Background: an optimization exercise with open tools, aiming at small area, a short achievable clock period and few clock cycles per item. Do not read the settings as production practice. Only simulation tests tie the RTL to the original design; equivalence was not proved. Power is estimated from default activity; no workload was simulated.

## flow/design.v (module list and top-level ports; edited modules follow where they fit)
// module attention_microkernel_engine: 1336 lines
// module attn_ks_add: 27 lines
module attention_microkernel_engine #(
    parameter int unsigned XLEN      = 32,
    parameter int unsigned MAX_K     = 256,   
    parameter int unsigned WORD_ELEMS = 4     
) (
    input  logic                   clk_i,
    input  logic                   rst_ni,
    input  logic                   cfg_valid_i,
    input  logic [$clog2(MAX_K+1)-1:0] cfg_k_i,
    input  logic signed [15:0]      cfg_scale_i,
    input  logic [3:0]             cfg_shift_i,
    input  logic signed [31:0]      cfg_clip_min_i,
    input  logic signed [31:0]      cfg_clip_max_i,
    input  logic                   cfg_enable_scale_i,
    input  logic                   cfg_enable_clip_i,
    input  logic                   load_q_valid_i,
    input  logic [$clog2((MAX_K+WORD_ELEMS-1)/WORD_ELEMS)-1:0] load_q_idx_i,
    input  logic [31:0]            load_q_word_i,
    input  logic                   load_k_valid_i,
    input  logic [$clog2((MAX_K+WORD_ELEMS-1)/WORD_ELEMS)-1:0] load_k_idx_i,
    input  logic [31:0]            load_k_word_i,
    input  logic                   start_i,
    output logic                   busy_o,
    output logic                   done_o,
    output logic                   result_valid_o,
    output logic signed [31:0]      result_o
);
  // ...
==> flow/flow/run.sh <==
#!/bin/bash
# The standard layout (the standard.sh), with two changes to how it is made:
# - ports are buffered with buf_4 cells instead of the cell buffer_ports picks;
# - repair_timing aims for 12.3 ns of setup slack (a 4.7 ns period) instead of 0,
#   so it sizes the paths that would set the achieved period.
# The clock period and all constraints are the design's.
set -euo pipefail
bash standard.sh \
  BUFFER_PORTS_ARGS="-buffer_cell sky130_fd_sc_hd__buf_4" \
  SETUP_SLACK_MARGIN=12.3 \
  finish > make_finish.log 2>&1
==> flow/standard.sh <==
#!/bin/bash
# synth_recipe.tcl (not shown) runs the flow's synth.tcl, then flattens the netlist and writes it again
# the make line also repeats each setting of config.mk as NAME=value (left out here)
make -C /OpenROAD-flow-scripts/flow DESIGN_CONFIG=/design/flow/config.mk WORK_HOME=/design/flow/orfs CLKGATE_MAP_FILE= SYNTH_SCRIPT=/design/flow/synth_recipe.tcl "${@:-finish}"
==> flow/config.mk <==
export PLATFORM = sky130hd
export DESIGN_NAME = attention_microkernel_engine
export DESIGN_NICKNAME = attention_microkernel_engine
export VERILOG_FILES = /design/flow/design.v
export SDC_FILE = /design/flow/constraint.sdc
export NUM_CORES = 4
export LEC_CHECK = 0
export ABC_AREA = 1
export CAP_MARGIN = 20
export CORE_MARGIN = 2
export CORE_UTILIZATION = 40
export SLEW_MARGIN = 20
==> flow/constraint.sdc <==
create_clock -name core_clock -period 17.0 [get_ports {clk_i}]
set_input_delay 3.4000 -clock core_clock [delete_from_list [all_inputs] [get_ports {clk_i}]]
set_output_delay 3.4000 -clock core_clock [all_outputs]
set_load 0.01 [all_outputs]
==> results_dict.tcl, run 1 <==
set metrics [dict create \
    wire_per_inst_um 26.0 \
    area_delta_synth_final_pct 15.8 \
    worst-r2r-setup-slack_ps 12020 \
    grt_use_total_pct 26.3 \
    holdBufCountCts 0 \
    nets 18900 \
    clock-sinks 4797 \
    cts_max_level 5 \
    dp_hpwl_um 401000 \
    cp-start-kind "input port" \
    path_max_fanout 33 \
    multiInputGateArea_um2 63000 \
    power_leakage_nw 85.2 \
    multi_input_area_share_pct 29.0 \
    cp_slowest_cell "buf_4" \
    ys_ff_latch 4797 \
    grt_start_max_net_pins 113 \
    status "finished clean" \
    met1_usage_pct 34.4 \
    synth-simple-area-share_pct 13.1 \
    yosysMostFrequentCell "nand2_1" \
    rsz0062_at_grt "yes" \
    critPathBufInv 7 \
    tns_ps 0 \
    die_h_um 690 \
    drive_gt1_share_pct 13.1 \
    postSynth.asyncResetShare_pct 5.75 \
    synth_top_cell_area_share_pct 34.2 \
    inverters_excl_clock 1478 \
    final_common_cell "nand2_1" \
    postSynthAreaPerCell_um2 10.4 \
    synthTopCellsByArea "edfxtp_1, dfxtp_1, nand2_1" \
    core_area_um2 468000 \
    io_buffers 211 \
    placed_area_um2 196000 \
    final-clk-cell-share_pct 7.27 \
    wl_met1_um 255000 \
]
Testbench counts, summed over its fixed seeds: cycles 21,256, items 512.
==> run 2: changes to the inputs <==
--- a/flow/design.v
+++ b/flow/design.v
@@ -94,37 +94,44 @@
     else thr_lo_q <= P_W'(lo);
   end
   logic [MAX_WORDS-1:0][31:0] q_mem, k_ring;
   logic [MAX_WORDS-1:0]       q_vld, k_vld;
   logic [MAX_WORDS-1:0]       q_we, k_we;
   logic [WORD_W-1:0]          k_head;      
   logic [WORD_W-1:0]          k_head1;     
   logic [WORD_W-1:0]          k_slot;      
-  logic                kp_v;
-  logic [WORD_W-1:0]   kp_i;
-  logic [31:0]         kp_w;
+  logic                kp_v, qp_v;
+  logic [WORD_W-1:0]   kp_i, qp_i;
+  logic [31:0]         kp_w, qp_w;
   always_ff @(posedge clk_i or negedge rst_ni) begin
-    if (!rst_ni) kp_v <= 1'b0;
-    else kp_v <= in_kv;
+    if (!rst_ni) begin
+      kp_v <= 1'b0;
+      qp_v <= 1'b0;
+    end else begin
+      kp_v <= in_kv;
+      qp_v <= in_qv;
+    end
   end
   always_ff @(posedge clk_i) begin
     kp_i <= in_ki;
     kp_w <= in_kw;
+    qp_i <= in_qi;
+    qp_w <= in_qw;
   end
   assign k_slot = kp_i - k_head1;
   always_comb begin
     for (int w = 0; w < MAX_WORDS; w++) begin
-      q_we[w] = in_qv && (in_qi == WORD_W'(w));
+      q_we[w] = qp_v && (qp_i == WORD_W'(w));
       k_we[w] = kp_v && (k_slot == WORD_W'(w));
     end
   end
   for (genvar w = 0; w < MAX_WORDS; w++) begin : g_mem
     always_ff @(posedge clk_i) begin
-      if (q_we[w]) q_mem[w] <= in_qw;
+      if (q_we[w]) q_mem[w] <= qp_w;
       k_ring[w] <= k_we[w] ? kp_w : k_ring[(w + 1) % MAX_WORDS];
     end
   end
   always_ff @(posedge clk_i or negedge rst_ni) begin
     if (!rst_ni) begin
       q_vld   <= '0;
       k_vld   <= '0;
       k_head  <= '0;
@@ -144,19 +151,20 @@
   logic [MAX_WORDS-1:0] cov_oh;
   always_ff @(posedge clk_i or negedge rst_ni) begin
     if (!rst_ni) cov_oh <= MAX_WORDS'(1);
     else for (int w = 0; w < MAX_WORDS; w++) cov_oh[w] <= (cov_d[WORD_W-1:0] == WORD_W'(w));
   end
   always_comb begin
     q_rd = '0;
     for (int w = 0; w < MAX_WORDS; w++) q_rd = q_rd | (q_mem[w] & {32{cov_oh[w] & q_vld[w]}});
+    if (qp_v && qp_i == cov_q[WORD_W-1:0]) q_rd = qp_w;
   end
   assign k_rd = (kp_v && kp_i == k_head) ? kp_w : (k_ring[0] & {32{k_vld[0]}});
-  assign q_0  = q_mem[0] & {32{q_vld[0]}};
+  assign q_0  = (qp_v && qp_i == '0) ? qp_w : (q_mem[0] & {32{q_vld[0]}});
   always_comb begin
     logic qbyp0, kbyp0, npos0, ext0, tok0;
     logic qbyp1, kbyp1, ext1, tok1, qbyp, kbyp;
     restart = in_cfg ||
               (in_qv && {1'b0, in_qi} < cov_q) ||
               (in_kv && {1'b0, in_ki} < cov_q);
     qbyp0 = in_qv && in_qi == '0;
     kbyp0 = in_kv && in_ki == '0;
==> run 2 against run 1 <==
Worst hold slack got worse by 26 ps. Final area rose by 1.4%. Cell count rose by 2.2%. Area after synthesis rose by 0.90%. Via count rose by 2.8%.
==> results_dict.tcl, run 2 <==
set metrics [dict create \
    status "finished clean" \
    first_global_vias 129000 \
    globalRouteMet3Util_pct 5.84 \
    ys_types 69 \
    critPathArrivalTime_ps 5890 \
    synthTopCellsByCount "nand2_1, o21ai_0, dfxtp_1" \
    p_int_mw 25.1 \
    postSynthAreaPerCell_um2 10.3 \
    fin_crit_sh_pct 29.7 \
    grt_start_max_net_pins 167 \
    drive_gt1_share_pct 13.0 \
    die_area_um2 480000 \
    rsz0062_at_grt "yes" \
    slew_viol_final 0 \
    gp_congestion 0.921 \
    max_freq_ghz 0.198 \
    tightest_slew_ps 1290 \
    crit_type "in2reg" \
    p_sw_mw 13.5 \
    clockPowerShare_pct 27.9 \
    core_area_um2 472000 \
    rows 252 \
    multiInputGateArea_um2 64400 \
    finClkSkew_ps 171 \
    start_util_pct 40.2 \
    cts_root_buffer "clkbuf_16" \
    register_area_um2 120000 \
    cts.clk_slew.worst_paths_ps 60 \
    ant_nets 0 \
    grt_overflow 0 \
    syn_area_um2 190000 \
    setup_viol 0 \
    holdCritPathClass "reg2reg" \
    cts_max_level 5 \
    min_from "k_ring[1937]" \
    seq_power_share_pct 37.2 \
    num_io_pins 212 \
    cts_made_buffers 480 \
    cts_tree "yes" \
    p_per_area_nw_per_um2 175 \
    ys_ff_latch 4836 \
    cts_max_path_buffers 4 \
    grt_pass1_wl_um 954000 \
    die_x_um 693 \
    crit_start "load_k_idx_i[2]" \
    fin_crit_ps 5050 \
    power_leakage_nw 87.0 \
    synth_top_area_cell "edfxtp_1" \
    relSlewSlack_pct 13.5 \
    synth_top_cell_area_share_pct 33.9 \
    synth_ff_type "dfxtp_1" \
    clock_latency_ps 1090 \
    yosysSeqAreaShare_pct 63.1 \
    netlist_instances 18500 \
    yosysMostFrequentCell "nand2_1" \
    layout_common_cells "nand2_1, o21ai_0, dfxtp_1" \
    vias 140000 \
    routed_wl_um 678000 \
    busiest_layer "met2" \
    ir_drop_v 0.000332 \
    tns_ps 0 \
    cp_data_required_time_ps 17840 \
    synthTopCellsByArea "edfxtp_1, dfxtp_1, nand2_1" \
    antenna_found_initial 34 \
    yosys_warnings 3 \
    nets 19400 \
    end_kind "flip-flop" \
    rr_startpoint "cov_q[4]" \
    clock-sinks 4836 \
    met2_usage_pct 40.9 \
    met1_usage_pct 36.9 \
    combPwrFrac_pct 34.9 \
    hold-worst-slack_ps 287 \
    fin_util_pct 46.8 \
    largestRegisters "k_ring x2048, q_mem x2048" \
    drtIter0Drc 18700 \
    dr.pass1.iters 9 \
    synth-edff-count 2140 \
    cap_violations 0 \
    via_per_inst 5.51 \
    postSynth.asyncResetShare_pct 5.73 \
    swShare_pct 35.0 \
    cp-start-kind "input port" \
    area_delta_synth_final_pct 16.3 \
    die_h_um 693 \
    total_power_mw 38.6 \
    fillers 43200 \
    grt_use_total_pct 27.2 \
    final_common_cell "nand2_1" \
    path_max_fanout 8 \
    io_buffers 211 \
    drc_errors 0 \
    hold_viol_final 0 \
    dp_hpwl_um 415000 \
    wire_per_inst_um 26.8 \
]
-- run 2: changes by cell type after synthesis, sizes merged, moves of 37 or more --
cell,before,now
clkbuf,897,943
a221oi,176,88
inv,1462,1414
nand4,281,318
clkinv,13,58
buf,196,127
nand2,4412,4748
dfxtp,2381,2419
nor2,560,666
-- run 2: logic make-up after synthesis --
| logic type | count (synthesis) | synth area share, % |
|---|---|---|
| other | 1 | 0.00198 |
| adder cells (fa/ha/maj) | 592 | 5.04 |
| AO/OA/AOI/OAI | 3596 | 10.8 |
| buffers and inverters | 2542 | 5.11 |
| AND/OR/NAND/NOR | 6506 | 14.0 |
| XOR/XNOR | 371 | 1.72 |
| flip-flops | 4836 | 63.1 |
| multiplexers | 47 | 0.253 |
-- run 2: final timing paths --
kind / slack [ps] / cells past startpoint / to
max: 11950 / 18 / op_two[3]
min: 290 / 2 / k_ring[1905]
max reg2reg: 12280 / 13 / op_q[3]
min reg2reg: 290 / 2 / k_ring[1905]
max in group asynchronous: 12810 / 3 / k_vld[39]
min in group asynchronous: 2390 / 1 / q_vld[47]
-- run 2: power groups by stage --
stage | registers (mW) | clock network [mW] | logic (mW)
after CTS | 14.3 | 10.9 | 12.4
after detailed placement | 14.5 | 0 | 11.8
final | 14.3 | 10.8 | 13.5
after global routing | 14.5 | 11.3 | 15.1
after floorplan | 14.4 | 0 | 7.92
after global placement | 14.5 | 0 | 11.5
-- run 2: cell type report --
class,count,share of cell area (%)
clock inverters,212,1.05
repair buffers,758,3.18
inverters,1472,2.57
repair inverters,1,0.00340
well taps,6223,3.53
clock buffers,679,6.20
flip-flops and latches,4836,54.3
diodes,31,0.0352
multi-input cells,11100,29.2
-- run 2: repair_timing --
action | CTS | global route
setup endpoints to repair | 318 | 326
gates cloned | 21 | 5
hold endpoints to repair | 0 | 0
resized for setup | 425 | 539
pin swaps | 80 | 202
buffers inserted | 105 | 89
hold buffers | 0 | 0
-- run 2: per-layer routing --
metal | up-vias | share of wire, % | wire length, um
met5 | - | 0.023 | 157
met4 | 16 | 6.4 | 43700
met3 | 1711 | 11 | 73300
met2 | 7467 | 43 | 291000
met1 | 68000 | 40 | 271000
li1 | 62500 | - | -
-- run 2: metrics by stage --
step                setup WS, ps  area [um2]  std cells
floorplan                  11670      190000      18500
global placement            9690      198000      24200
detailed placement          9740      199000      24200
CTS                        11940      218000      25200
global route               11890      221000      25300
finish                     11950      221000      25300
-- run 2: worst max-delay path, stage by stage --
cell,delay (ps)
buf_8,100
ha_4,270
nand2_4,50
o21ai_2,100
nand2_1,60
nand2_1,70
a21oi_2,60
o21ai_2,160
nand3_4,160
buf_16,190
o21ai_4,160
buf_12,210
buf_16,200
buf_6,120
nor2_4,30
a21oi_4,170
nor2_2,90
a211oi_2,210
Testbench counts of run 2, summed over its fixed seeds: cycles 21,256, items 512.

separate check: timing with driven ports:
In the flow no input, the clock included, has a driving cell. The finished layouts below were timed again as built, in two steps.
Step 1, drivers: a clkbuf_16 drives clk_i and a buf_2 each remaining input, both assumed.
Step 2 moves the port delays by t, midway between the first and last clock arrival at a register: inputs arrive t later, outputs are due t later. That takes back most of the time a late clock gives input paths.
Three values: no drivers, after step 1, after step 2; two values: the first two.
| run | t, ns | setup slack, ns | worst setup path at the end | slew at the worst register clock pin (ns) |
|---|---|---|---|---|
| run 1 | 1.145 | 11.920 / 11.841 / 10.871 | input to register | 0.07 / 0.07 |
| run 2 | 1.133 | 11.948 / 11.880 / 10.889 | input to register | 0.08 / 0.08 |
After both steps every run listed still meets setup and hold. For run 2, which loses most, drivers alone change the setup slack by -0.068 ns; drivers and shift together by -1.059 ns.
